From an optimization exercise on the open Yosys and OpenROAD flow, aimed at small area; shortcuts taken in it are not production practice.
RTL that was checked went through simulation tests only; none was proved equivalent to the original.
Only the layout flow was run in runs 6 and 7; the RTL was not checked for function there.
No run shown here takes its clock network from TritonCTS; it comes from the design's own scripts or RTL.
The flow treats the clock pin as an ideal source. Dropping or thinning the clock tree relies on that and would not hold on a real chip.
No activity file was given, so power comes from the tool's default toggle rates.

### flow/config.mk
export PLATFORM = sky130hd
export DESIGN_NAME = riscv8bit
export DESIGN_NICKNAME = riscv8bit
export VERILOG_FILES = /design/flow/design.v
export SDC_FILE = /design/flow/constraint.sdc
export NUM_CORES = 4
export LEC_CHECK = 0
export ABC_AREA = 1
export CAP_MARGIN = 20
export CORE_MARGIN = 2
export CORE_UTILIZATION = 65
export GPL_TIMING_DRIVEN = 0
export SLEW_MARGIN = 20
export SYNTH_HIERARCHICAL = 1
export SYNTH_MINIMUM_KEEP_SIZE = 0
### flow/design.v
`timescale 1ns / 1ps
module riscv8bit(
	output wire [7:0] data_from_ram,
	output wire mem_read_from_idandex,
	output wire mem_write_from_idandex,
	output wire [7:0] alu_result_from_idandex,
	output wire [7:0] write_data_to_memory,
	input wire [7:0] ram_data,
	output wire [7:0] pc_increment_address,
	input wire [15:0] instruction_input,
	input wire rst,
	input wire rst_registerfile,
	input wire clk
);
assign data_from_ram = ram_data;
reg [7:0] pc;
always @(posedge clk)
	pc <= rst ? 8'd0 : pc + 8'd1;
assign pc_increment_address = pc;
reg [7:0] s1_p, s1_a_n;  reg s1_c1, s1_ar;  reg [2:0] s1_rd;  reg s1_we, s1_m;
reg [7:0] s2_res_n, s2_a_n;  reg [2:0] s2_rd;  reg s2_we, s2_m;
reg       s2_v;
reg [7:0] s3_res, s3_a;  reg [2:0] s3_rd;  reg s3_we, s3_m;
wire s3_mr = s3_we & s3_m;
wire s3_mw = ~s3_we & s3_m;
reg [63:0] rf;
wire [7:0] wdata = s3_m ? ram_data : s3_res;
wire       wen   = s3_we & ~rst;
genvar gi;
generate
	for (gi = 0; gi < 8; gi = gi + 1) begin : g_rf
		wire sel  = wen & (s3_rd == gi);
		wire hold = ~sel & ~rst_registerfile;
		always @(posedge clk)
			rf[gi*8 +: 8] <= ({8{sel}} & wdata) | ({8{hold}} & rf[gi*8 +: 8]);
	end
endgenerate
wire [4:0] op = {instruction_input[15:14] & {2{~rst}}, instruction_input[13:11]};
wire [2:0] ra = instruction_input[10:8] & {3{~rst}};
wire [2:0] rb = instruction_input[7:5];
wire [7:0] k  = instruction_input[7:0];
wire [7:0] sa, sb;
genvar gs;
generate
	for (gs = 0; gs < 8; gs = gs + 1) begin : g_sel
		assign sa[gs] = (ra == gs) & ~rst_registerfile;
		assign sb[gs] = (rb == gs) & ~rst_registerfile & op[4];
	end
endgenerate
wire [7:0] a, b;
rf_sel_a u_sel_a(.rf(rf), .s(sa), .y(a));
rf_sel u_sel_b(.rf(rf), .s(sb), .ks(~op[4]), .k(k), .y(b));
wire is_i  = ~op[4] &  op[3];
wire is_r2 =  op[4] & ~op[3];
wire is_r1 =  op[4] &  op[3];
wire is_ir = is_i | is_r2;
wire f_arith = is_ir & (op[2:1] == 2'b00);
wire f_and   = is_ir & (op[2:0] == 3'b010);
wire f_or    = is_ir & (op[2:0] == 3'b011);
wire f_xor   = is_r2 & (op[2:0] == 3'b110);
wire f_b     = is_i  & op[2] & ~(op[1] & op[0]);
wire f_not   = is_r1 & (op[2:0] == 3'b100);
wire f_shl   = is_r1 & (op[2:0] == 3'b101);
wire f_shr   = is_r1 & (op[2:0] == 3'b110);
wire sub     = f_arith & op[0];
wire l0 = sub | f_not;                         
wire l1 = (f_arith & ~sub) | f_or | f_xor | f_b | f_not;  
wire l2 = (f_arith & ~sub) | f_or | f_xor;     
wire l3 = sub | f_and | f_or | f_b;            
wire [7:0] p;
genvar gk;
generate
	for (gk = 0; gk < 8; gk = gk + 1) begin : g_alu
		assign p[gk] = a[gk] ? (b[gk] ? l3 : l2) : (b[gk] ? l1 : l0);
	end
endgenerate
wire [7:0] pp = p | ({8{f_shl}} & {a[6:0], 1'b0})
                  | ({8{f_shr}} & {1'b0, a[7:1]});
wire       c1 = p[0] ? sub : (a[0] & f_arith);
wire [7:0] s1_a = ~s1_a_n;
wire [8:1] c;
assign c[1] = s1_c1;
generate
	for (gk = 1; gk < 8; gk = gk + 1) begin : g_carry
		assign c[gk+1] = s1_p[gk] ? c[gk] : (s1_a[gk] & s1_ar);
	end
endgenerate
wire [7:0] res = {s1_p[7:1] ^ c[7:1], s1_p[0]};
wire c_m  = is_i & op[2] & (op[1] ^ op[0]);    
wire c_we = (op[4] | op[3]) & ~(is_i & (op[2:0] == 3'b110));
always @(posedge clk) begin
	s1_p <= {pp[7:1], pp[0] ^ sub};  s1_c1 <= c1;  s1_ar <= f_arith;
	s1_a_n <= ~a;  s1_rd <= instruction_input[10:8];    
	s1_we  <= c_we; s1_m <= c_m;
	s2_res_n <= ~res; s2_a_n <= s1_a_n; s2_rd <= s1_rd;
	s2_we  <= s1_we;  s2_m <= s1_m;
	s2_v   <= ~rst;
	s3_rd  <= s2_rd;
	if (rst | ~s2_v) begin
		s3_res <= 8'd0; s3_a <= 8'd0;
		s3_we  <= 1'b0; s3_m <= 1'b0;
	end else begin
		s3_res <= ~s2_res_n; s3_a <= ~s2_a_n;
		s3_we  <= s2_we;  s3_m <= s2_m;
	end
end
assign alu_result_from_idandex = s3_res;
assign mem_read_from_idandex   = s3_mr;
assign mem_write_from_idandex  = s3_mw;
assign write_data_to_memory    = s3_a;
endmodule
module rf_sel(
	input wire [63:0] rf,
	input wire [7:0] s,
	input wire ks,
	input wire [7:0] k,
	output reg [7:0] y
);
integer i;
always @(*) begin
	y = {8{ks}} & k;
	for (i = 0; i < 8; i = i + 1)
		y = y | ({8{s[i]}} & rf[i*8 +: 8]);
end
endmodule
module rf_sel_a(
	input wire [63:0] rf,
	input wire [7:0] s,
	output reg [7:0] y
);
integer i;
always @(*) begin
	y = 8'd0;
	for (i = 0; i < 8; i = i + 1)
		y = y | ({8{s[i]}} & rf[i*8 +: 8]);
end
endmodule
### flow/flow/area.abc
strash
dc2
&get -n
&st
&dch -f
&nf -R 2000 -C 30 -p
&put
### flow/flow/pre_cts.tcl
proc mcts_env {name default} {
  if {[info exists ::env($name)]} { return $::env($name) }
  return $default
}
set mcts_leaf_cell [mcts_env MY_CLKBUF sky130_fd_sc_hd__clkbuf_4]
set mcts_root_cell [mcts_env MY_CLKROOTBUF sky130_fd_sc_hd__clkbuf_4]
set mcts_leaves [mcts_env MY_CLKLEAVES 8]
set mcts_roots [mcts_env MY_CLKROOTS 2]

set block [ord::get_db_block]
set clknet [$block findNet clk]
set sinks {}
foreach it [$clknet getITerms] {
  set bb [[$it getInst] getBBox]
  lappend sinks [list $it [expr {([$bb xMin] + [$bb xMax]) / 2}] [expr {([$bb yMin] + [$bb yMax]) / 2}]]
}
proc mcts_halves {lst axis} {
  set s [lsort -integer -index [expr {$axis + 1}] $lst]
  set h [expr {[llength $s] / 2}]
  return [list [lrange $s 0 [expr {$h - 1}]] [lrange $s $h end]]
}
set groups [list $sinks]
set axis 1
while {[llength $groups] < $mcts_leaves} {
  set axis [expr {1 - $axis}]
  set ng {}
  foreach g $groups { foreach h [mcts_halves $g $axis] { lappend ng $h } }
  set groups $ng
}
proc mcts_buffer {block master name innet pins} {
  # pins: list of {iterm x y}; returns {x y} of the new buffer
  set buf [odb::dbInst_create $block $master $name]
  set net [odb::dbNet_create $block "${name}_net"]
  $net setSigType CLOCK
  [$buf findITerm A] connect $innet
  [$buf findITerm X] connect $net
  set sx 0; set sy 0
  foreach s $pins {
    set it [lindex $s 0]
    $it disconnect
    $it connect $net
    incr sx [lindex $s 1]; incr sy [lindex $s 2]
  }
  set n [llength $pins]
  set x [expr {$sx / $n}]; set y [expr {$sy / $n}]
  $buf setLocation $x $y
  $buf setPlacementStatus PLACED
  puts "manual clock tree: $name ([$master getName]) drives $n pins"
  return [list [$buf findITerm A] $x $y]
}
set leaf_master [[ord::get_db] findMaster $mcts_leaf_cell]
set root_master [[ord::get_db] findMaster $mcts_root_cell]
set leafpins {}
set i 0
foreach g $groups {
  lappend leafpins [mcts_buffer $block $leaf_master "clkbuf_leaf$i" $clknet $g]
  incr i
}
if {$mcts_roots > 0} {
  set per [expr {[llength $leafpins] / $mcts_roots}]
  for {set r 0} {$r < $mcts_roots} {incr r} {
    mcts_buffer $block $root_master "clkbuf_root$r" $clknet [lrange $leafpins [expr {$r * $per}] [expr {($r + 1) * $per - 1}]]
  }
}
global_connect
rename clock_tree_synthesis mcts_unused_clock_tree_synthesis
proc clock_tree_synthesis {args} { puts "clock_tree_synthesis skipped: manual clock tree in place" }
### flow/standard.sh
#!/bin/bash
# synth_recipe.tcl (not shown) runs the flow's synth.tcl, then flattens the netlist and writes it again
# the make line also repeats each setting of config.mk as NAME=value (left out here)
make -C /OpenROAD-flow-scripts/flow DESIGN_CONFIG=/design/flow/config.mk WORK_HOME=/design/flow/orfs CLKGATE_MAP_FILE= SYNTH_SCRIPT=/design/flow/synth_recipe.tcl "${@:-finish}"
### flow/flow/run.sh
#!/bin/bash
# Own layout flow: the standard ORFS flow with these changes.
#  2. Port buffers are the smallest buffer (buf_1) instead of the default.
#  4. Buffers that synthesis put on pass-through wires are removed at
#     floorplan (REMOVE_ABC_BUFFERS); port buffering adds the port buffers.
# Every tool's full output goes to orfs/logs (ORFS's own per-step logs) and
# to make.log / def.log in this folder.
set -euo pipefail
W=$(pwd)
F=$W/flow

{
  echo 'proc abc {args} {'
  echo '  set i [lsearch $args -script]'
  echo "  if {\$i >= 0} { lset args [expr {\$i+1}] $F/area.abc }"
  echo '  yosys abc {*}$args'
  echo '}'
  cat "$W/synth_recipe.tcl"
} > "$W/own_synth.tcl"

export ADDER_MAP_FILE=
export REMOVE_ABC_BUFFERS=1
export BUFFER_PORTS_ARGS="-buffer_cell sky130_fd_sc_hd__buf_1"
export PRE_CTS_TCL="$F/pre_cts.tcl"
export MY_CLKLEAVES=8 MY_CLKROOTS=1
export MY_CLKBUF=sky130_fd_sc_hd__clkbuf_8 MY_CLKROOTBUF=sky130_fd_sc_hd__clkbuf_8
export POST_CTS_TCL="$F/post_cts.tcl"

make -C "$FLOW_HOME" DESIGN_CONFIG="$W/config.mk" WORK_HOME="$W/orfs" CLKGATE_MAP_FILE= \
  SYNTH_SCRIPT="$W/own_synth.tcl" finish > "$W/make.log" 2>&1

R=$W/orfs/results/sky130hd/riscv8bit/base
: # left out here: write the final layout as DEF
### flow/flow/post_cts.tcl
set target [expr {[info exists ::env(MY_CLK_SLEW_TARGET)] ? $::env(MY_CLK_SLEW_TARGET) : 0.115}]
set root_target [expr {[info exists ::env(MY_CLK_ROOT_SLEW_TARGET)] ? $::env(MY_CLK_ROOT_SLEW_TARGET) : 0.300}]
set_propagated_clock [all_clocks]
estimate_parasitics -placement
set changed 0
foreach inst [get_cells clkbuf_*] {
  set cell [get_name [get_lib_cells -of_objects $inst]]
  set bigger [dict create sky130_fd_sc_hd__clkbuf_1 sky130_fd_sc_hd__clkbuf_2 sky130_fd_sc_hd__clkbuf_2 sky130_fd_sc_hd__clkbuf_4 sky130_fd_sc_hd__clkbuf_4 sky130_fd_sc_hd__clkbuf_8 sky130_fd_sc_hd__clkbuf_8 sky130_fd_sc_hd__clkbuf_16]
  if {![dict exists $bigger $cell]} { continue }
  set worst 0
  set limit $target
  foreach out [get_pins -of_objects $inst -filter "direction==output"] {
    foreach p [get_pins -of_objects [get_nets -of_objects $out] -filter "direction==input"] {
      if {[get_property $p lib_pin_name] != "CLK"} { set limit $root_target }
      set s [get_property $p slew_max]
      if {$s > $worst} { set worst $s }
    }
  }
  if {$worst > $limit} {
    puts "clock buffer [get_name $inst]: load slew $worst > $limit, $cell -> [dict get $bigger $cell]"
    replace_cell $inst [dict get $bigger $cell]
    incr changed
  }
}
if {$changed > 0} {
  detailed_placement
  estimate_parasitics -placement
}
### flow/constraint.sdc
create_clock -name core_clock -period 5.0 [get_ports {clk}]
set_input_delay 1.0000 -clock core_clock [delete_from_list [all_inputs] [get_ports {clk}]]
set_output_delay 1.0000 -clock core_clock [all_outputs]
set_load 0.01 [all_outputs]
==> impl_metrics.toml, run 1 <==
[pwr]
p_leak_nw = 1.823
vdd_drop_max_mv = 0.2708
power_frac_seq_pct = 65.7
p_int_mw = 1.324
combPwrFrac_pct = 5.4
power.density_nw_per_um2 = 312.6
switching_share_pct = 22.70
p_clk_share_pct = 28.9
switchingPower_mw = 0.3886

[logic_synthesis]
ys_seq_area_share_pct = 54.83
syn_area_um2 = 5039
synth-compound-area-share_pct = 22.37
synth_simple_gate_area_share_pct = 17.48
synth.mux.area_fraction_pct = 2.011
synth-seq-cells = 138
synthAdderAreaFrac_pct = 0
async_reset_ff_share_pct = 0
synth_top_family_by_area = "compound AO/OA/AOI/OAI gates"
ys_warn_count = 9
avgSynthCellArea_um2 = 9.228
synth_cells = 546
yosys.cell_types.count = 32
synth_flop_cell = "dfxtp_1"
synth_xor_area_share_pct = 1.217
synth_edf_count = 0

[setup_path]
critPathMaxFanout = 11
path_cells = "buf_1 -> nor2b_1 -> clkinv_1 -> or3_1 -> nor3_1 -> a222oi_1 -> nand3_1 -> a21oi_1 -> a211oi_1 -> o21ai_0 -> xnor2_1"
cpMaxStageDelayCell = "nor3_1"
critPathLaunch = "rst"
crit_path_end_kind = "register"
cp.arrival_ps = 4370
start_kind = "input port"
critical-path-top-delay-family = "simple AND/OR/NAND/NOR gates"
max_stage_delay_ps = 720
crit_buf_inv = 2
crit_type = "in2reg"
worstPathRequired_ps = 5290
reg2reg_from = "s1_ar"

[hold_path]
hp-start = "s2_rd[1]"
hold_path.class = "reg2reg"

[die]
coreArea_um2 = 7607
io_pins = 61
start_util_pct = 66.23
rows = 32
die_w_um = 92.05
die_area_um2 = 8472
die_y_um = 92.05

[layout]
n_fill_cell = 597
area_growth_pct = 8.716
insertedDiodeCount = 0
mostFrequentLayoutCells = "138 x dfxtp_1, 95 x nand2_1, 82 x o21ai_0, 60 x buf_1, 36 x a222oi_1"
drive_gt1_share_pct = 1.809
nets = 637
design_area_um2 = 5478
final_common_cell = "dfxtp_1"

[drt]
drc = 0
antenna_left = 0
drtIter0Drc = 722
routedWlPerCell_um = 18.88
first_pass_iters = 8
wirelength_um = 13410
routed_via_density = 6.397
via_count = 4542

[clocking]
insertion_delay_ps = 400
clk_pin_slew_ps = 90

[timing]
hold_viol = 0
setup_viol = 0
hold_ws_ps = 333.7
rsz0062_at_grt = "no"
max_freq_mhz = 244.7
tns_ps = 0
slew-limit-headroom_pct = 24.81
period_minus_slack_ps = 4087
period_share_pct = 81.75
maxSlewViolCount = 0
fin_skew_ps = 15.86
worstMarginPinSlew_ps = 1119
worst_slack_ps = 912.6

[placement]
port_buffers = 60
place_ws_ps = 622.2
hpwl_um = 10160
place_area_um2 = 5331
place_congestion = 0.9496

[global_route]
grt_pass1_wl_um = 22060
grt_remaining_overflow = 0
antenna_found_initial = 0
first_global_vias = 4304
gr-usage-all-layers_pct = 31.94
grt_start_max_net_pins = 19

[run]
cap_viol_max_count = 0

[run_status]
status = "no timing/DRC/antenna violations"
## power by group through the flow
stage                     Combinational, mW  Clock [mW]  Sequential, mW
after floorplan                      0.0486           0            1.15
after global placement               0.0876           0            1.15
after detailed placement             0.0896           0            1.15
after global routing                  0.101       0.546            1.13
final                                0.0923       0.494            1.13
## final cells by class
class	instances	area [µm²]	share of cell area, %
inverters	12	45.04	0.8223
plain buffers	9	135.1	2.467
well taps	102	127.6	2.330
multi-input cells	388	2177	39.74
flip-flops and latches	138	2763	50.43
repair buffers	61	230.2	4.203
## cells by family after synthesis
logic type | count (synthesis)
AND/OR/NAND/NOR | 197
flip-flops | 138
XOR/XNOR | 7
AO/OA/AOI/OAI | 174
multiplexers | 10
buffers and inverters | 20
## final timing paths
| path | depth (start not counted) | slack (ps) | endpoint |
|---|---|---|---|
| hold reg to reg | 0 | 330 | s3_rd[1] |
| setup reg to reg | 10 | 2710 | s2_res_n[7] |
| setup / recovery | 11 | 910 | s1_p[0] |
| hold / removal | 0 | 330 | s3_rd[1] |
## metrics by stage
stage	power [mW]	std cells	utilization, %
6_report	1.712	710	72.01
5_1_grt	1.775	710	72.01
3_5_place_dp	1.241	700	70.08
3_3_place_gp	1.237	700	70.08
2_1_floorplan	1.198	538	-
## per-module statistics from Yosys, one instance, submodules excluded
| module | cells inside | flip-flops and latches | cell area, µm² | times used |
|---|---|---|---|---|
| rf_sel | 32 | 0 | 280.3 | 1 |
| riscv8bit | 478 | 138 | 4488 | 1 |
| rf_sel_a | 36 | 0 | 270.3 | 1 |
## Yosys cell counts, drive strengths merged, types with 5 or more instances
| master | number | area share [%] |
|---|---|---|
| nand2 | 95 | 7.1 |
| buf | 8 | 1.2 |
| dfxtp | 138 | 55 |
| nand2b | 5 | 0.62 |
| mux2i | 9 | 1.8 |
| o21ai | 82 | 8.1 |
| nor2 | 34 | 2.5 |
| a22oi | 16 | 2.4 |
| a21oi | 26 | 2.6 |
| and3 | 6 | 0.75 |
| a222oi | 36 | 7.2 |
| o211ai | 5 | 0.75 |
| nand4 | 5 | 0.62 |
| nor2b | 6 | 0.75 |
| clkinv | 12 | 0.89 |
| nand3 | 24 | 2.4 |
| xnor2 | 6 | 1.0 |
| nor3 | 9 | 0.89 |
## sequential cells by signal (all words and copies together), names as in the netlist, 8 cells and up
name / flops
rf: 64
s3_res: 8
s3_a: 8
s1_a_n: 8
s1_p: 8
s2_a_n: 8
s2_res_n: 8
pc: 8
## worst register-to-register path, stage by stage, from the launching register on
cell	delay, ps
dfxtp_1	380
nor3b_1	160
a21oi_1	190
mux2i_1	190
nand2_1	120
o21ai_0	130
and2_0	200
o21ai_0	200
o21ai_0	170
mux2_1	330
xnor2_1	130
## routing by layer
metal | global-route usage, % | vias up | share of wire, %
li1 | - | 2149 | -
met1 | 43.78 | 2079 | 41
met2 | 53.92 | 270 | 47
met3 | 4.519 | 44 | 9.8
met4 | 7.090 | 0 | 2.1
met5 | 0 | - | 0
==> inputs of run 2 (changes only) <==
==> flow/flow/area.abc (replaced) <==
strash
dc2
&get -n
&st
&dch -f
&nf -R 2000 -C 30
&put
==> run 2 against run 1 <==
Core utilization hardly changed. Clock power is 4.0% lower. Clock skew is 3.1 ps higher. First-iteration DRC count is 6.9% higher. Sequential share of layout area hardly changed. Flip-flop and latch count stayed put. Area after synthesis stayed put. Combinational power is 6.3% higher. Fmax is 1.1% lower. Design area hardly changed. Die area stayed put. Critical path type unchanged. Critical endpoint unchanged.
==> impl_metrics.toml, run 2 <==
[layout]
mostFrequentLayoutCells = "138 x dfxtp_1, 95 x nand2_1, 82 x o21ai_0, 60 x buf_1, 36 x a222oi_1"
nets = 638
insertedDiodeCount = 0
drive_gt1_share_pct = 2.299
largest_register_ff_count = 64
final_common_cell = "dfxtp_1"
stdcell_count = 711
top_register = "rf"
area_growth_pct = 8.766
design_area_um2 = 5480

[logic_synthesis]
synthAdderAreaFrac_pct = 0
synth_largest_area_cell = "dfxtp_1"
synth_most_common_cell = "dfxtp_1"
synth_flop_cell = "dfxtp_1"
ys_warn_count = 9
synth_cells = 548
yosysTopAreaCellShare_pct = 54.83
synth-seq-cells = 138
synth-compound-area-share_pct = 22.37
synth_simple_gate_area_share_pct = 17.41
yosys.cell_types.count = 31
synth_edf_count = 0
syn_area_um2 = 5039
ys_seq_area_share_pct = 54.83
synth_top_family_by_area = "compound AO/OA/AOI/OAI gates"
synth.mux.area_fraction_pct = 2.011
avgSynthCellArea_um2 = 9.194
synth.top_cells.by_count = "138 x dfxtp_1, 95 x nand2_1, 82 x o21ai_0"
synth_area_leaders = "dfxtp_1 55%, o21ai_0 8.1%, a222oi_1 7.2%"
async_reset_ff_share_pct = 0
synth_xor_area_share_pct = 1.217

[die]
die_area_um2 = 8472
die_w_um = 92.05
start_util_pct = 66.23
rows = 32
io_pins = 61
die_y_um = 92.05
coreArea_um2 = 7607

[timing]
tns_ps = 0
fin_skew_ps = 18.91
hold_viol = 0
maxSlewViolCount = 0
hold_ws_ps = 334.8
setup_viol = 0
worstMarginPinSlew_ps = 1172
max_freq_mhz = 241.9
rsz0062_at_grt = "no"
period_minus_slack_ps = 4134
period_share_pct = 82.69
slew-limit-headroom_pct = 21.27

[drt]
antenna_left = 0
via_count = 4668
drtIter0Drc = 772
wirelength_um = 14540
routed_via_density = 6.565
first_pass_iters = 7
drc = 0
routedWlPerCell_um = 20.45

[placement]
port_buffers = 60
hpwl_um = 10070
place_area_um2 = 5351
place_congestion = 0.9522
place_inst = 702

[pwr]
p_leak_nw = 1.816
power.density_nw_per_um2 = 309.8
vdd_drop_max_mv = 0.2389

[setup_path]
cp.arrival_ps = 4420
r2r_setup_slack_ps = 2570
critPathLaunch = "rst"
crit_type = "in2reg"
ff2ff_path_depth = 10
critPathMaxFanout = 11
worstPathRequired_ps = 5280
rr_endpoint = "s2_res_n[7]"
start_kind = "input port"
reg2reg_from = "s1_ar"
crit_path_end_kind = "register"

[global_route]
grt_pass1_wl_um = 22520
gr-usage-all-layers_pct = 33.96
grt_remaining_overflow = 0
antenna_found_initial = 0
grt_start_max_net_pins = 19
first_global_vias = 4192

[hold_path]
min_to = "s2_a_n[0]"
min_path_cells = 0
hold_path.class = "reg2reg"
hp-start = "s1_a_n[0]"

[clocking]
clk_pin_slew_ps = 100
insertion_delay_ps = 400

[run]
cap_viol_max_count = 0

[run_status]
status = "no timing/DRC/antenna violations"
run 2: worst max path at each step:
stage	cells after the start	endpoint	slack, ps
detailed placement	11	s1_p[0]	670
global placement	11	s1_p[0]	470
global route	11	s1_p[0]	770
floorplan	10	s1_p[0]	1700
finish	11	s1_p[0]	870
run 2: where the power goes:
part           total, mW  internal, mW  switching [mW]  leakage [nW]
Combinational     0.0981        0.0275          0.0706         0.632
Sequential          1.13          1.12          0.0104          1.12
Clock              0.474         0.163           0.310        0.0647
run 2: area by class of cell:
class | count | area [µm²]
fillers | 603 | 2127
repair buffers | 60 | 225.2
well taps | 102 | 127.6
multi-input cells | 389 | 2192
flip-flops and latches | 138 | 2763
inverters | 13 | 48.80
plain buffers | 9 | 123.9
run 2: modules after synthesis, one instance, submodules excluded:
module | cells | area, µm² | flops+latches
riscv8bit | 480 | 4488 | 138
rf_sel | 32 | 280.3 | 0
rf_sel_a | 36 | 270.3 | 0
run 2: worst max-delay path, stage by stage:
cell      delay [ps]
buf_1            190
nor2b_1          400
clkinv_1         490
or3_1            520
nor2_1           660
a222oi_1         210
nand3_1          220
a21oi_1           70
a211oi_1         320
o21ai_0          170
xnor2_1          150
run 2: kinds of logic (layout without fill, tap and decap cells):
| kind of cell | count (synthesis) | in the layout |
|---|---|---|
| xor+xnor | 7 | 7 |
| compound gates | 174 | 174 |
| buf+inv | 21 | 82 |
| simple gates | 198 | 198 |
| mux | 10 | 10 |
| flops | 138 | 138 |
run 2: per-layer routing:
metal | GRT usage [%] | wire [µm] | share of wire [%]
met2 | 57.48 | 6680 | 46
met5 | 0 | 0 | 0
met4 | 9.577 | 561 | 3.9
met3 | 5.177 | 1718 | 12
met1 | 45.39 | 5580 | 38
run 2: stage by stage:
step	worst slack, ps	utilization [%]	power, mW
after global routing	771.5	72.04	1.745
final	865.5	72.04	1.698
after global placement	472.8	70.08	1.240
after detailed placement	669.5	70.35	1.244
after floorplan	1703	-	1.198
==> inputs of run 3 (changes only) <==
==> flow/flow/area.abc (replaced) <==
strash
dc2
&get -n
&st
&dch -f
&nf -R 1000
&put
==> run 3 against run 2 <==
Design area shrank 0.30%. Highest routed layer unchanged. Critical path depth is the same. Die area grew 0.16%. Via count shrank 4.5%. Area after synthesis grew 0.17%. Clock skew shrank 1.6 ps. Largest cell class unchanged. Core utilization shrank 0.21 points. Critical path type unchanged. Clock power is essentially flat. Final cell count grew 0.14%. Worst hold slack lost 1.3 ps. Flip-flop and latch count is the same.
==> impl_metrics.toml, run 3 <==
[drt]
wirelength_um = 12480
drtIter0Drc = 521
antenna_left = 0
drc = 0
first_pass_iters = 7
via_count = 4456
routedWlPerCell_um = 17.53
routed_via_density = 6.258

[logic_synthesis]
synth-seq-cells = 138
yosys.cell_types.count = 33
ys_warn_count = 9
syn_area_um2 = 5047
async_reset_ff_share_pct = 0
synth_edf_count = 0
synth_cells = 549
synth_largest_area_cell = "dfxtp_1"
synth_flop_cell = "dfxtp_1"
synth_area_leaders = "dfxtp_1 55%, o21ai_0 8.1%, nand2_1 7.1%"
yosysTopAreaCellShare_pct = 54.73
avgSynthCellArea_um2 = 9.194
synth.top_cells.by_count = "138 x dfxtp_1, 95 x nand2_1, 82 x o21ai_0"
ys_seq_area_share_pct = 54.73
synth_most_common_cell = "dfxtp_1"

[global_route]
grt_remaining_overflow = 0
grt_util_met3_pct = 5.094
antenna_found_initial = 0
first_global_vias = 4131
gr-usage-all-layers_pct = 29.30
met1_usage_pct = 37.37
use_met2_pct = 50.74
grt_pass1_wl_um = 20190
gr-max-usage-layer = "met2"
grt_start_max_net_pins = 19

[timing]
period_minus_slack_ps = 3979
hold_viol = 0
fin_skew_ps = 17.30
slew-limit-headroom_pct = 25.99
max_freq_mhz = 251.3
period_share_pct = 79.59
worst_slack_ps = 1021
setup_viol = 0
maxSlewViolCount = 0
tns_ps = 0
rsz0062_at_grt = "no"
worstMarginPinSlew_ps = 1102

[layout]
final_common_cell = "dfxtp_1"
drive_gt1_share_pct = 1.475
nets = 639
n_fill_cell = 609
multi_input_area_um2 = 2176
insertedDiodeCount = 0
seqCellArea_um2 = 2763
mostFrequentLayoutCells = "138 x dfxtp_1, 95 x nand2_1, 82 x o21ai_0, 60 x buf_1, 35 x nor2_1"
stdcell_count = 712
top_register = "rf"
area_growth_pct = 8.255
design_area_um2 = 5464
largest_register_ff_count = 64

[run]
cap_viol_max_count = 0

[die]
coreArea_um2 = 7607
io_pins = 61
start_util_pct = 66.35
rows = 32
die_y_um = 92.12
die_area_um2 = 8486
die_w_um = 92.12

[placement]
place_congestion = 1.007
place_ws_ps = 726.9
port_buffers = 60
place_inst = 703
hpwl_um = 9541
place_area_um2 = 5340

[clocking]
insertion_delay_ps = 400
clk_pin_slew_ps = 90

[pwr]
p_leak_nw = 1.826
vdd_drop_max_mv = 0.2551
power.density_nw_per_um2 = 309.5

[hold_path]
hold_path.class = "reg2reg"

[setup_path]
crit_path_end_kind = "register"
critPathMaxFanout = 11
crit_type = "in2reg"
r2r_setup_slack_ps = 2790
start_kind = "input port"
cp.arrival_ps = 4260
worstPathRequired_ps = 5280

[run_status]
status = "no timing/DRC/antenna violations"
-- run 3: cells by family (layout without fill, tap and decap cells) --
| logic type | count (synthesis) | after routing | synth area share (%) |
|---|---|---|---|
| buf+inv | 21 | 82 | 2.157 |
| compound gates | 175 | 175 | 22.58 |
| mux | 10 | 10 | 2.008 |
| xor+xnor | 7 | 7 | 1.215 |
| flops | 138 | 138 | 54.73 |
| simple gates | 198 | 198 | 17.30 |
-- run 3: worst paths after layout --
kind	from	to	cells after the start
setup / recovery	rst	s1_p[0]	11
hold / removal	s2_rd[0]	s3_rd[0]	0
setup reg to reg	s1_ar	s2_res_n[7]	10
hold reg to reg	s2_rd[0]	s3_rd[0]	0
-- run 3: stage by stage --
step / util (%) / power [mW] / hold slack (ps)
after global routing: 71.83 / 1.743 / 343.5
after global placement: 70.20 / 1.236 / 310.0
after floorplan: - / 1.198 / 309.6
after detailed placement: 70.20 / 1.239 / 313.2
final: 71.83 / 1.691 / 333.5
-- run 3: area by class of cell --
cell class / count / share of cell area, %
inverters: 13 / 0.8931
repair buffers: 60 / 4.122
multi-input cells: 390 / 39.82
well taps: 102 / 2.336
flip-flops and latches: 138 / 50.56
plain buffers: 9 / 2.267
-- run 3: critical path, cell delays in order --
cell	delay, ps
buf_1	190
nor2b_1	380
clkinv_1	410
or3_1	510
nor3_1	780
a222oi_1	170
nand3_1	230
o21ai_0	120
a21oi_1	200
o21ai_0	140
xnor2_1	140
-- run 3: metal layers --
| metal | routed length, µm | up-vias | share of wire [%] |
|---|---|---|---|
| met5 | 0 | - | 0 |
| met4 | 362 | 0 | 2.9 |
| met3 | 1161 | 35 | 9.3 |
| met2 | 5870 | 244 | 47 |
| met1 | 5090 | 2032 | 41 |
| li1 | - | 2145 | - |
-- run 3: power breakdown --
group | internal (mW) | total (mW) | switching (mW)
Sequential | 1.12 | 1.13 | 0.0104
Clock | 0.163 | 0.475 | 0.312
Combinational | 0.0274 | 0.0905 | 0.0632
-- run 3: modules after synthesis (local to each module, per instance) --
module	times used	cells inside
riscv8bit	1	480
rf_sel	1	32
rf_sel_a	1	37
==> inputs of run 4 (changes only) <==
--- a/flow/flow/run.sh
+++ b/flow/flow/run.sh
@@ -24,4 +24,4 @@
 export PRE_CTS_TCL="$F/pre_cts.tcl"
-export MY_CLKLEAVES=8 MY_CLKROOTS=1
-export MY_CLKBUF=sky130_fd_sc_hd__clkbuf_8 MY_CLKROOTBUF=sky130_fd_sc_hd__clkbuf_8
+export MY_CLKLEAVES=4 MY_CLKROOTS=0
+export MY_CLKBUF=sky130_fd_sc_hd__clkbuf_16
 export POST_CTS_TCL="$F/post_cts.tcl"
==> run 4 against run 3 <==
Critical path depth is the same. Clock power fell by 14%. Clock skew shrank 2.7 ps. Critical path type unchanged.
==> impl_metrics.toml, run 4 <==
[run_status]
status = "no timing/DRC/antenna violations"

[logic_synthesis]
async_reset_ff_share_pct = 0
synth_area_leaders = "dfxtp_1 55%, o21ai_0 8.1%, nand2_1 7.1%"
synth-seq-cells = 138
avgSynthCellArea_um2 = 9.194
ys_warn_count = 9
synth_largest_area_cell = "dfxtp_1"
yosysTopAreaCellShare_pct = 54.73
synth_edf_count = 0
synth_most_common_cell = "dfxtp_1"
yosys.cell_types.count = 33
ys_seq_area_share_pct = 54.73
synth_flop_cell = "dfxtp_1"
synth_cells = 549
synth.top_cells.by_count = "138 x dfxtp_1, 95 x nand2_1, 82 x o21ai_0"
syn_area_um2 = 5047

[layout]
fin_util_pct = 71.51
mostFrequentLayoutCells = "138 x dfxtp_1, 95 x nand2_1, 82 x o21ai_0, 60 x buf_1, 35 x nor2_1"
final_common_cell = "dfxtp_1"
area_growth_pct = 7.784
drive_gt1_share_pct = 0.6612
top_register = "rf"
insertedDiodeCount = 0
largest_register_ff_count = 64
design_area_um2 = 5440
nets = 634

[drt]
drtIter0Drc = 571
routed_via_density = 6.322
routedWlPerCell_um = 17.55
wirelength_um = 12410
first_pass_iters = 9
drc = 0
via_count = 4470
antenna_left = 0

[die]
die_area_um2 = 8486
die_y_um = 92.12
start_util_pct = 66.35
die_w_um = 92.12
coreArea_um2 = 7607
io_pins = 61
rows = 32

[placement]
port_buffers = 60
hpwl_um = 9541
place_area_um2 = 5340
place_congestion = 1.007

[timing]
rsz0062_at_grt = "no"
fin_skew_ps = 14.56
setup_viol = 0
max_freq_mhz = 237.9
period_minus_slack_ps = 4204
tns_ps = 0
period_share_pct = 84.08
slew-limit-headroom_pct = 27.14
hold_ws_ps = 341.1
hold_viol = 0
maxSlewViolCount = 0
worstMarginPinSlew_ps = 1085

[global_route]
grt_start_max_net_pins = 36
gr-usage-all-layers_pct = 28.78
antenna_found_initial = 0
first_global_vias = 4039
grt_pass1_wl_um = 19870
grt_remaining_overflow = 0

[setup_path]
start_kind = "input port"
crit_path_end_kind = "register"
crit_type = "in2reg"
worstPathRequired_ps = 5080
cp.arrival_ps = 4280
critPathMaxFanout = 11

[clocking]
clk_pin_slew_ps = 120
insertion_delay_ps = 180

[pwr]
p_leak_nw = 1.810
power.density_nw_per_um2 = 299.1
vdd_drop_max_mv = 0.2505

[hold_path]
hold_path.class = "reg2reg"

[run]
cap_viol_max_count = 0
-- run 4: cell count changes in the layout (fill, tap and decap cells not counted), sizes merged --
cell and delta:
clkbuf -5
-- run 4: report_power, final --
part	switching [mW]	internal (mW)
clock	0.261	0.150
combinational	0.0632	0.0274
sequential	0.0102	1.12
total	0.334	1.29
-- run 4: per-layer routing --
layer  vias up  GRT usage (%)  part of all wire (%)
li1       2131              -                     -
met1      2067          37.76                    41
met2       239          50.06                    48
met3        33          3.698                   8.1
met4         0          8.085                   2.9
met5         -              0                     0
-- run 4: metrics by stage --
step	worst slack (ps)	power (mW)	cells
floorplan	1703	1.198	541
global placement	730.4	1.236	703
detailed placement	726.9	1.239	703
global route	518.0	1.671	707
finish	796.0	1.627	707
-- run 4: cell families after synthesis --
group	synth area share (%)
and+or+nand+nor	17.30
DFF	54.73
xor gates and xnor gates	1.215
muxes	2.008
AOI/OAI and AO/OA	22.58
buffers and inverters	2.157
-- run 4: per-module statistics from Yosys, one instance, submodules excluded --
module     copies in the design  cell area (µm²)  flops+latches
rf_sel                        1            280.3              0
riscv8bit                     1             4488            138
rf_sel_a                      1            279.0              0
-- run 4: layout make-up --
class,instances,area [µm²]
tap,102,127.6
inverter,13,48.80
sequential,138,2763
fill,604,2167
multi-input combinational,390,2176
timing repair buffer,60,225.2
buffer,4,100.1
-- run 4: critical path: stages --
cell	delay [ps]
buf_1	190
nor2b_1	380
clkinv_1	410
or3_1	510
nor3_1	780
a222oi_1	170
nand3_1	230
o21ai_0	120
a21oi_1	200
o21ai_0	150
xnor2_1	140
-- run 4: path summary, 6_finish.rpt --
path / startpoint / end / slack (ps) / cells after the start
setup / recovery: rst / s1_p[0] / 800 / 11
hold / removal: s2_rd[0] / s3_rd[0] / 340 / 0
setup reg to reg: s1_ar / s2_res_n[7] / 2720 / 10
hold reg to reg: s2_rd[0] / s3_rd[0] / 340 / 0
==> inputs of run 5 (changes only) <==
--- a/flow/design.v
+++ b/flow/design.v
@@ -92,3 +92,3 @@
 	s1_p <= {pp[7:1], pp[0] ^ sub};  s1_c1 <= c1;  s1_ar <= f_arith;
-	s1_a_n <= ~a;  s1_rd <= instruction_input[10:8];    
+	s1_a_n <= ~a;  s1_rd <= ra;
 	s1_we  <= c_we; s1_m <= c_m;
--- a/flow/flow/run.sh
+++ b/flow/flow/run.sh
@@ -24,4 +24,4 @@
 export PRE_CTS_TCL="$F/pre_cts.tcl"
-export MY_CLKLEAVES=4 MY_CLKROOTS=0
-export MY_CLKBUF=sky130_fd_sc_hd__clkbuf_16
+export MY_CLKLEAVES=8 MY_CLKROOTS=1
+export MY_CLKBUF=sky130_fd_sc_hd__clkbuf_8 MY_CLKROOTBUF=sky130_fd_sc_hd__clkbuf_4
 export POST_CTS_TCL="$F/post_cts.tcl"
==> run 5 against run 4 <==
Sequential power barely moved. Still clean. Register-to-register slack worse by 80 ps. Core utilization grew 0.36 points. Design area increased by 1.0%. Routed wire length up 6.0%. First-iteration DRC count is 15% lower. Via count up 0.63%.
==> impl_metrics.toml, run 5 <==
[layout]
insertedDiodeCount = 0
nets = 639
largest_register_ff_count = 64
fin_util_pct = 71.88
final_common_cell = "dfxtp_1"
seqCellArea_um2 = 2763
area_growth_pct = 8.630
top_register = "rf"
mostFrequentLayoutCells = "138 x dfxtp_1, 94 x nand2_1, 80 x o21ai_0, 60 x buf_1, 34 x a222oi_1"
drive_gt1_share_pct = 1.967
multi_input_area_um2 = 2200
n_fill_cell = 598

[setup_path]
worstPathRequired_ps = 5420
start_kind = "input port"
max_stage_delay_ps = 890
path_cells = "buf_1 -> nor2b_1 -> clkinv_1 -> or3_1 -> nor3_1 -> a222oi_1 -> nand3_1 -> o21ai_0 -> a22oi_1 -> xor2_1"
critPathMaxFanout = 11
cp.arrival_ps = 4550
critPathLaunch = "rst"
reg2reg_from = "s1_ar"
cpMaxStageDelayCell = "nor3_1"
crit_path_end_kind = "register"
crit_type = "in2reg"

[logic_synthesis]
synth_top_family_by_area = "compound AO/OA/AOI/OAI gates"
ys_seq_area_share_pct = 54.60
synth_largest_area_cell = "dfxtp_1"
synth.top_cells.by_count = "138 x dfxtp_1, 94 x nand2_1, 80 x o21ai_0"
ys_warn_count = 9
synthAdderAreaFrac_pct = 0
synth_edf_count = 0
synth_simple_gate_area_share_pct = 17.58
synth_area_leaders = "dfxtp_1 55%, o21ai_0 7.9%, nand2_1 7.0%"
synth_most_common_cell = "dfxtp_1"
synth-seq-cells = 138
synth_xor_area_share_pct = 1.212
syn_area_um2 = 5060
synth_flop_cell = "dfxtp_1"
async_reset_ff_share_pct = 0
synth.mux.area_fraction_pct = 2.003
synth_cells = 549
avgSynthCellArea_um2 = 9.216
synth-compound-area-share_pct = 22.38
yosys.cell_types.count = 33
yosysTopAreaCellShare_pct = 54.60

[clocking]
insertion_delay_ps = 480
clk_pin_slew_ps = 100

[pwr]
power.density_nw_per_um2 = 308.8
vdd_drop_max_mv = 0.2158
p_leak_nw = 1.824

[drt]
via_count = 4498
first_pass_iters = 8
drtIter0Drc = 488
drc = 0
routed_via_density = 6.317
antenna_left = 0
routedWlPerCell_um = 18.48
wirelength_um = 13160

[timing]
tns_ps = 0
maxSlewViolCount = 0
setup_viol = 0
worstMarginPinSlew_ps = 1172
slew-limit-headroom_pct = 21.25
period_share_pct = 82.67
rsz0062_at_grt = "no"
max_freq_mhz = 241.9
fin_skew_ps = 16.52
hold_viol = 0
hold_ws_ps = 335.3
period_minus_slack_ps = 4134

[global_route]
antenna_found_initial = 0
grt_remaining_overflow = 0
grt_pass1_wl_um = 21020
gr-usage-all-layers_pct = 30.70
first_global_vias = 4193
grt_start_max_net_pins = 19

[die]
die_area_um2 = 8506
die_w_um = 92.23
rows = 32
die_y_um = 92.23
coreArea_um2 = 7647
io_pins = 61
start_util_pct = 66.16

[run_status]
status = "no timing/DRC/antenna violations"

[placement]
hpwl_um = 9828
port_buffers = 60
place_congestion = 0.8967

[hold_path]
hp-start = "s1_rd[0]"
hold_path.class = "reg2reg"

[run]
cap_viol_max_count = 0
==> run 5: cell types whose count changed after synthesis, moves of 2 or more <==
cell,before,now
nor3_1,9,11
o21ai_0,82,80
nand3_1,29,26
nand2b_1,5,7
nor2_1,35,33
==> run 5: logic make-up (layout without fill, tap and decap cells) <==
logic type,after synthesis,count (layout)
flip-flops,138,138
buffers and inverters,22,83
AND/OR/NAND/NOR,199,199
multiplexers,10,10
AO/OA/AOI/OAI,173,173
XOR/XNOR,7,7
==> run 5: layout make-up <==
| class | count | share of cell area [%] |
|---|---|---|
| well taps | 102 | 2.322 |
| flip-flops and latches | 138 | 50.26 |
| repair buffers | 60 | 4.097 |
| inverters | 14 | 0.9561 |
| plain buffers | 9 | 2.345 |
| multi-input cells | 389 | 40.02 |
==> run 5: report_power, final <==
part | leakage [nW] | internal [mW] | switching [mW]
sequential | 1.12 | 1.12 | 0.00990
combinational | 0.638 | 0.0280 | 0.0660
clock | 0.0673 | 0.169 | 0.309
total | 1.82 | 1.31 | 0.385
==> run 5: routing by layer <==
metal	global-route usage, %	part of all wire (%)	up-vias
met5	0	0	-
met4	7.214	2.0	0
met3	3.451	9.2	29
met2	53.98	48	260
met1	40.63	41	2063
li1	-	-	2146
==> run 5: final timing paths <==
check             slack, ps          end  depth (start not counted)
hold / removal          340     s2_rd[0]                          0
setup reg to reg       2640  s2_res_n[7]                         10
setup / recovery        870      s1_p[0]                         10
hold reg to reg         340     s2_rd[0]                          0
==> run 5: stage by stage <==
step / std cells / area, µm² / setup WS (ps) / power (mW)
3_3_place_gp: 703 / 5353 / 625.7 / 1.237
3_5_place_dp: 703 / 5363 / 595.3 / 1.242
6_report: 712 / 5497 / 866.3 / 1.698
5_1_grt: 712 / 5497 / 726.0 / 1.751
2_1_floorplan: 541 / 5000 / 1806 / 1.199
==> run 5: critical path, delay by kind of cell <==
kind,cells,cell delay (ps)
AOI/OAI and AO/OA,3,590
xor gates and xnor gates,1,170
buffers and inverters,2,690
and+or+nand+nor,4,2080
==> run 5: Yosys stat by module (local to each module, per instance) <==
module,times used,cells,area (µm²)
rf_sel_a,1,37,279.0
riscv8bit,1,480,4501
rf_sel,1,32,280.3
==> inputs of run 6 (changes only) <==
--- a/flow/design.v
+++ b/flow/design.v
@@ -19,3 +19,3 @@
 assign pc_increment_address = pc;
-reg [7:0] s1_p, s1_a_n;  reg s1_c1, s1_ar;  reg [2:0] s1_rd;  reg s1_we, s1_m;
+reg [7:0] s1_res_n, s1_a_n;  reg [2:0] s1_rd;  reg s1_we, s1_m;
 reg [7:0] s2_res_n, s2_a_n;  reg [2:0] s2_rd;  reg s2_we, s2_m;
@@ -69,3 +69,5 @@
 wire l3 = sub | f_and | f_or | f_b;            
+wire [8:0] c;
 wire [7:0] p;
+assign c[0] = sub;
 genvar gk;
@@ -73,17 +75,9 @@
 	for (gk = 0; gk < 8; gk = gk + 1) begin : g_alu
-		assign p[gk] = a[gk] ? (b[gk] ? l3 : l2) : (b[gk] ? l1 : l0);
+		assign p[gk]   = a[gk] ? (b[gk] ? l3 : l2) : (b[gk] ? l1 : l0);
+		assign c[gk+1] = p[gk] ? c[gk] : (a[gk] & f_arith);
 	end
 endgenerate
-wire [7:0] pp = p | ({8{f_shl}} & {a[6:0], 1'b0})
-                  | ({8{f_shr}} & {1'b0, a[7:1]});
-wire       c1 = p[0] ? sub : (a[0] & f_arith);
-wire [7:0] s1_a = ~s1_a_n;
-wire [8:1] c;
-assign c[1] = s1_c1;
-generate
-	for (gk = 1; gk < 8; gk = gk + 1) begin : g_carry
-		assign c[gk+1] = s1_p[gk] ? c[gk] : (s1_a[gk] & s1_ar);
-	end
-endgenerate
-wire [7:0] res = {s1_p[7:1] ^ c[7:1], s1_p[0]};
+wire [7:0] res = (p ^ c[7:0])
+               | ({8{f_shl}} & {a[6:0], 1'b0})
+               | ({8{f_shr}} & {1'b0, a[7:1]});
 wire c_m  = is_i & op[2] & (op[1] ^ op[0]);    
@@ -91,6 +85,5 @@
 always @(posedge clk) begin
-	s1_p <= {pp[7:1], pp[0] ^ sub};  s1_c1 <= c1;  s1_ar <= f_arith;
-	s1_a_n <= ~a;  s1_rd <= ra;
+	s1_res_n <= ~res;  s1_a_n <= ~a;  s1_rd <= ra;
 	s1_we  <= c_we; s1_m <= c_m;
-	s2_res_n <= ~res; s2_a_n <= s1_a_n; s2_rd <= s1_rd;
+	s2_res_n <= s1_res_n; s2_a_n <= s1_a_n; s2_rd <= s1_rd;
 	s2_we  <= s1_we;  s2_m <= s1_m;
--- a/flow/flow/run.sh
+++ b/flow/flow/run.sh
@@ -25,4 +25,5 @@
 export MY_CLKLEAVES=8 MY_CLKROOTS=1
-export MY_CLKBUF=sky130_fd_sc_hd__clkbuf_8 MY_CLKROOTBUF=sky130_fd_sc_hd__clkbuf_4
+export MY_CLKBUF=sky130_fd_sc_hd__clkbuf_8 MY_CLKROOTBUF=sky130_fd_sc_hd__clkbuf_8
 export POST_CTS_TCL="$F/post_cts.tcl"
+export CTS_ARGS="-sink_clustering_enable -repair_clock_nets -dont_use_dummy_load -buf_list {sky130_fd_sc_hd__clkbuf_4}"
 
==> run 6 against run 5 <==
Largest cell class unchanged. Sequential power about the same. Final cell count grew 0.42%. Power is 0.13% higher. Critical endpoint is now s1_res_n[7]. Worst hold slack got worse by 1.9 ps. Critical path type unchanged.
==> impl_metrics.toml, run 6 <==
[logic_synthesis]
async_reset_ff_share_pct = 0
ys_seq_area_share_pct = 54.28
ys_warn_count = 9
synth_cells = 549
synth_area_leaders = "dfxtp_1 54%, o21ai_0 9.1%, nand2_1 7.6%"
synth_largest_area_cell = "dfxtp_1"
synth_flop_cell = "dfxtp_1"
synth_most_common_cell = "dfxtp_1"
synth-seq-cells = 136
synth_edf_count = 0
avgSynthCellArea_um2 = 9.137
yosys.cell_types.count = 31
yosysTopAreaCellShare_pct = 54.28
synth.top_cells.by_count = "136 x dfxtp_1, 101 x nand2_1, 91 x o21ai_0"
syn_area_um2 = 5016

[setup_path]
critPathMaxFanout = 10
r2r_setup_slack_ps = 1530
crit_path_end_kind = "register"
worstPathRequired_ps = 5270
max_stage_delay_ps = 610
cp.arrival_ps = 4920
start_kind = "input port"
cpMaxStageDelayCell = "nor2_1"
cpMostUsedCell = "o21ai_0"
path_cells = "buf_2 -> nor2b_2 -> nand3b_1 -> nor2_1 -> a222oi_1 -> nand3_1 -> o21ai_0 -> a21oi_1 -> a21o_1 -> nor2_1 -> a31oi_1 -> o22ai_1 -> nand2b_1 -> o21ai_0 -> nand2b_1 -> o21ai_0 -> nand2b_1 -> o21ai_0 -> nand2b_1 -> o21ai_0 -> o21ai_1 -> xnor2_1 -> a21oi_1"
reg2reg_from = "rf[0]"
rr_endpoint = "s1_res_n[7]"
crit_type = "in2reg"
ff2ff_path_depth = 21

[timing]
max_freq_mhz = 214.8
period_share_pct = 93.10
period_minus_slack_ps = 4655
maxSlewViolCount = 0
hold_ws_ps = 333.4
slew-limit-headroom_pct = 20.98
rsz0062_at_grt = "no"
worstMarginPinSlew_ps = 1176
setup_viol = 0
fin_skew_ps = 24.71
hold_viol = 0

[drt]
drc = 0
via_count = 4600
antenna_left = 0
first_pass_iters = 8
routed_via_density = 6.434
wirelength_um = 13350
routedWlPerCell_um = 18.67
drtIter0Drc = 624

[hold_path]
min_path_cells = 0
hp-start = "s1_a_n[7]"
min_to = "s2_a_n[7]"
hold_path.class = "reg2reg"

[global_route]
use_met2_pct = 52.94
grt_util_met3_pct = 4.766
gr-max-usage-layer = "met2"
gr-usage-all-layers_pct = 31.79
met1_usage_pct = 43.11
first_global_vias = 4393
antenna_found_initial = 0
grt_remaining_overflow = 0
grt_start_max_net_pins = 18
grt_pass1_wl_um = 21870

[die]
start_util_pct = 65.94
rows = 32
die_w_um = 91.85
io_pins = 61
coreArea_um2 = 7607
die_y_um = 91.85
die_area_um2 = 8436

[layout]
n_fill_cell = 644
drive_gt1_share_pct = 5.057
largest_register_ff_count = 64
mostFrequentLayoutCells = "136 x dfxtp_1, 101 x nand2_1, 90 x o21ai_0, 58 x buf_1, 34 x a222oi_1"
area_growth_pct = 10.60
final_common_cell = "dfxtp_1"
top_register = "rf"
insertedDiodeCount = 0
nets = 642
stdcell_count = 715

[run_status]
status = "no timing/DRC/antenna violations"

[placement]
hpwl_um = 9548
place_inst = 703
place_congestion = 0.9133
port_buffers = 60

[clocking]
insertion_delay_ps = 410
clk_pin_slew_ps = 90

[pwr]
power.density_nw_per_um2 = 306.4
p_leak_nw = 1.865
vdd_drop_max_mv = 0.3070

[run]
cap_viol_max_count = 0
-- run 6: cell families (layout without fill, tap and decap cells) --
group	Yosys count	after routing	share of synthesized area, %
mux	9	9	2.045
flops	136	136	54.28
buf+inv	22	86	2.245
xor+xnor	9	9	1.572
compound gates	172	172	22.23
simple gates	201	201	17.64
-- run 6: cell type report --
cell class	count	area [µm²]	share of cell area, %
Buffer	9	123.9	2.233
Multi-Input combinational cell	391	2265	40.82
Inverter	14	58.81	1.060
Tap cell	102	127.6	2.300
Sequential cell	136	2723	49.08
Timing Repair Buffer	63	250.2	4.511
-- run 6: worst max-delay path by stage --
stage / startpoint / end / slack, ps
after floorplan: instruction_input[15] / s1_res_n[7] / 410
final: rst / s1_res_n[7] / 340
after global placement: rst / s1_res_n[7] / -730
after global routing: rst / s1_res_n[7] / 20
after detailed placement: rst / s1_res_n[7] / -860
-- run 6: where the power goes --
part | internal [mW] | switching [mW]
sequential | 1.10 | 0.00945
clock | 0.163 | 0.308
combinational | 0.0350 | 0.0809
-- run 6: Yosys stat by module, one instance, submodules excluded --
module     flops+latches  cell area [µm²]  times used  cells inside
rf_sel_a               0            279.0           1            37
rf_sel                 0            280.3           1            32
riscv8bit            136             4457           1           480
-- run 6: layer usage --
metal / part of all wire, % / vias up
met3: 11 / 55
met2: 46 / 312
li1: - / 2137
met5: 0 / -
met1: 39 / 2096
met4: 3.3 / 0
-- run 6: per-stage QoR --
| stage | instance area [µm²] | worst slack, ps | TNS, ps | util, % | power, mW |
|---|---|---|---|---|---|
| finish | 5548 | 344.9 | 0 | 72.93 | 1.700 |
| detailed placement | 5309 | -859.3 | -2657 | 69.79 | 1.242 |
| global route | 5548 | 20.27 | 0 | 72.93 | 1.755 |
| global placement | 5309 | -726.3 | -2124 | 69.79 | 1.239 |
| floorplan | 4956 | 406.0 | 0 | - | 1.197 |
-- run 6: critical path, delay by kind of cell --
kind | cells | cell delay, ps
compound gates | 12 | 1830
xor+xnor | 1 | 130
buf+inv | 1 | 170
simple gates | 9 | 1770
==> inputs of run 7 (changes only) <==
==> flow/flow/area.abc (replaced) <==
strash
dc2
&get -n
&st
&dch -f
&nf -R 2000 -C 30
&put
==> run 7 against run 6 <==
Worst hold slack about the same. Critical endpoint unchanged. Area after synthesis down 0.27%. Critical path depth down 2. Clock skew down 4.5 ps. Setup slack worse by 70 ps. Largest power group unchanged. Die area down 0.26%. Still clean on timing, DRC and antenna.
==> impl_metrics.toml, run 7 <==
[global_route]
gr-usage-all-layers_pct = 36.46
first_global_vias = 4679
grt_pass1_wl_um = 24210
antenna_found_initial = 0
grt_remaining_overflow = 0
grt_start_max_net_pins = 18

[drt]
routedWlPerCell_um = 21.40
antenna_left = 0
routed_via_density = 6.825
via_count = 4907
drc = 0
drtIter0Drc = 820
wirelength_um = 15390
first_pass_iters = 12

[layout]
drive_gt1_share_pct = 8.871
design_area_um2 = 5731
area_growth_pct = 14.56
final_common_cell = "dfxtp_1"
n_fill_cell = 513
mostFrequentLayoutCells = "136 x dfxtp_1, 94 x nand2_1, 82 x o21ai_0, 58 x buf_1, 36 x a222oi_1"
largest_register_ff_count = 64
insertedDiodeCount = 0
top_register = "rf"
multi_input_area_um2 = 2349
nets = 649
seqCellArea_um2 = 2723

[die]
start_util_pct = 67.88
rows = 31
die_y_um = 91.73
die_area_um2 = 8413
coreArea_um2 = 7370
io_pins = 61
die_w_um = 91.73

[logic_synthesis]
ys_seq_area_share_pct = 54.43
synth.top_cells.by_count = "136 x dfxtp_1, 96 x nand2_1, 83 x o21ai_0"
synth_edf_count = 0
synth_area_leaders = "dfxtp_1 54%, o21ai_0 8.3%, a222oi_1 7.2%"
avgSynthCellArea_um2 = 9.195
yosysTopAreaCellShare_pct = 54.43
synth_cells = 544
ys_warn_count = 9
yosys.cell_types.count = 32
synth_flop_cell = "dfxtp_1"
async_reset_ff_share_pct = 0
synth_largest_area_cell = "dfxtp_1"
synth_most_common_cell = "dfxtp_1"
syn_area_um2 = 5002
synth-seq-cells = 136

[placement]
port_buffers = 60
hpwl_um = 9917
place_ws_ps = -1088
place_area_um2 = 5306
place_congestion = 0.9856

[pwr]
fin_total_pwr_mw = 1.716
p_leak_nw = 1.960
vdd_drop_max_mv = 0.2618
power.density_nw_per_um2 = 299.5

[timing]
fin_skew_ps = 20.26
maxSlewViolCount = 0
slew-limit-headroom_pct = 21.07
setup_viol = 0
worstMarginPinSlew_ps = 1179
rsz0062_at_grt = "no"
period_minus_slack_ps = 4725
hold_viol = 0
worst_slack_ps = 275.0
hold_ws_ps = 333.6
period_share_pct = 94.50
max_freq_mhz = 211.6

[clocking]
insertion_delay_ps = 410
clk_pin_slew_ps = 100

[setup_path]
worstPathRequired_ps = 5310
cp.arrival_ps = 5040
start_kind = "input port"
crit_type = "in2reg"
critPathMaxFanout = 10
crit_path_end_kind = "register"

[run]
cap_viol_max_count = 0

[run_status]
status = "no timing/DRC/antenna violations"

[hold_path]
hold_path.class = "reg2reg"
run 7: cell count changes after synthesis, sizes merged, moves of 3 or more:
cell | previous run | this run
a21oi | 18 | 26
a221oi | 10 | 4
a22oi | 7 | 13
and3 | 6 | 10
nand2 | 101 | 96
nand2b | 7 | 3
nand4 | 1 | 4
o21ai | 91 | 83
xnor2 | 6 | 1
run 7: area by class of cell:
cell class	instances	share of cell area (%)
buffer	9	2.162
inverter	12	0.9825
multi-input combinational	388	40.98
tap	99	2.162
sequential	136	47.51
timing repair buffer	75	6.201
run 7: metal layers:
layer / vias up / track usage [%] / part of all wire [%]
li1: 2167 / - / -
met1: 2244 / 47.41 / 36
met2: 397 / 58.27 / 44
met3: 99 / 9.367 / 14
met4: 0 / 14.80 / 5.6
met5: - / 0 / 0
run 7: worst max-delay path, stage by stage:
cell and delay, ps:
clkbuf_4 190, nor2b_4 220, clkinv_4 160, or3_4 420, nor2_4 310, a222oi_1 150, nand3_1 170, o21ai_0 140
a21oi_1 230, nand3_1 140, a21oi_1 230, a31oi_1 80, or2_0 260, a21oi_1 190, a31oi_1 80, or2_0 270
a21oi_1 200, a31oi_1 90, mux2i_1 200, xnor2_1 100, a21oi_1 190
run 7: stage by stage:
stage / cells / util [%] / setup TNS, ps
2_1_floorplan: 536 / - / 0
3_3_place_gp: 695 / 71.80 / -3855
3_5_place_dp: 695 / 72.00 / -3881
5_1_grt: 719 / 77.76 / 0
6_report: 719 / 77.76 / 0
run 7: worst paths after layout:
| path | start | to | slack [ps] | cells past startpoint |
|---|---|---|---|---|
| setup reg to reg | rf[8] | s1_res_n[7] | 1510 | 17 |
| hold reg to reg | s1_res_n[6] | s2_res_n[6] | 330 | 0 |
| setup / recovery | rst | s1_res_n[7] | 270 | 21 |
| hold / removal | s1_res_n[6] | s2_res_n[6] | 330 | 0 |
run 7: modules after synthesis, one instance, submodules excluded:
module,times used,flops+latches,cells
riscv8bit,1,136,476
rf_sel,1,0,32
rf_sel_a,1,0,36
run 7: cells by family after synthesis:
kind of cell           count (synthesis)  synth area share (%)
multiplexers                          11                 2.701
buffers and inverters                 20                 2.101
XOR/XNOR                               2                0.3502
AO/OA/AOI/OAI                        175                 22.64
flip-flops                           136                 54.43
AND/OR/NAND/NOR                      200                 17.78
run 7: report_power, final:
group / switching [mW] / internal (mW) / leakage, nW
combinational: 0.0920 / 0.0377 / 0.792
clock: 0.312 / 0.163 / 0.0647
sequential: 0.00980 / 1.10 / 1.10
total: 0.414 / 1.30 / 1.96

port drivers added, routing unchanged:
In the flow no input, the clock included, has a driving cell. The finished layouts below were timed again as built, in two steps. Step 1 assumes that a clkbuf_16 drives the clock port and a buf_2 every other input. Step 2, shift: input delay + t, output delay - t, t = (earliest + latest rising clock arrival at the registers) / 2. This alone moves slack from input paths to output paths. Slacks: ideal ports / drivers / drivers and shift; pairs: ideal ports / drivers.
| run | t, ns | setup WS [ns] | slew at the worst register clock pin (ns) | worst slew at a driven data input, ns |
|---|---|---|---|---|
| run 1 | 0.426 | 0.913 / 0.929 / 0.503 | 0.10 / 0.10 | 0.04 |
| run 2 | 0.424 | 0.866 / 0.878 / 0.454 | 0.11 / 0.11 | 0.04 |
| run 3 | 0.425 | 1.021 / 1.031 / 0.606 | 0.11 / 0.11 | 0.04 |
| run 4 | 0.263 | 0.796 / 0.861 / 0.599 | 0.12 / 0.12 | 0.04 |
| run 5 | 0.506 | 0.866 / 0.880 / 0.374 | 0.10 / 0.10 | 0.04 |
| run 6 | 0.425 | 0.345 / 0.358 / -0.068 | 0.12 / 0.12 | 0.04 |
| run 7 | 0.428 | 0.275 / 0.285 / -0.143 | 0.12 / 0.12 | 0.04 |
Met with ideal ports but missed after step 2: setup timing in run 6 and run 7. The setup slack of run 5, which loses most, moves by +0.014 ns with the drivers and by -0.492 ns with both steps.
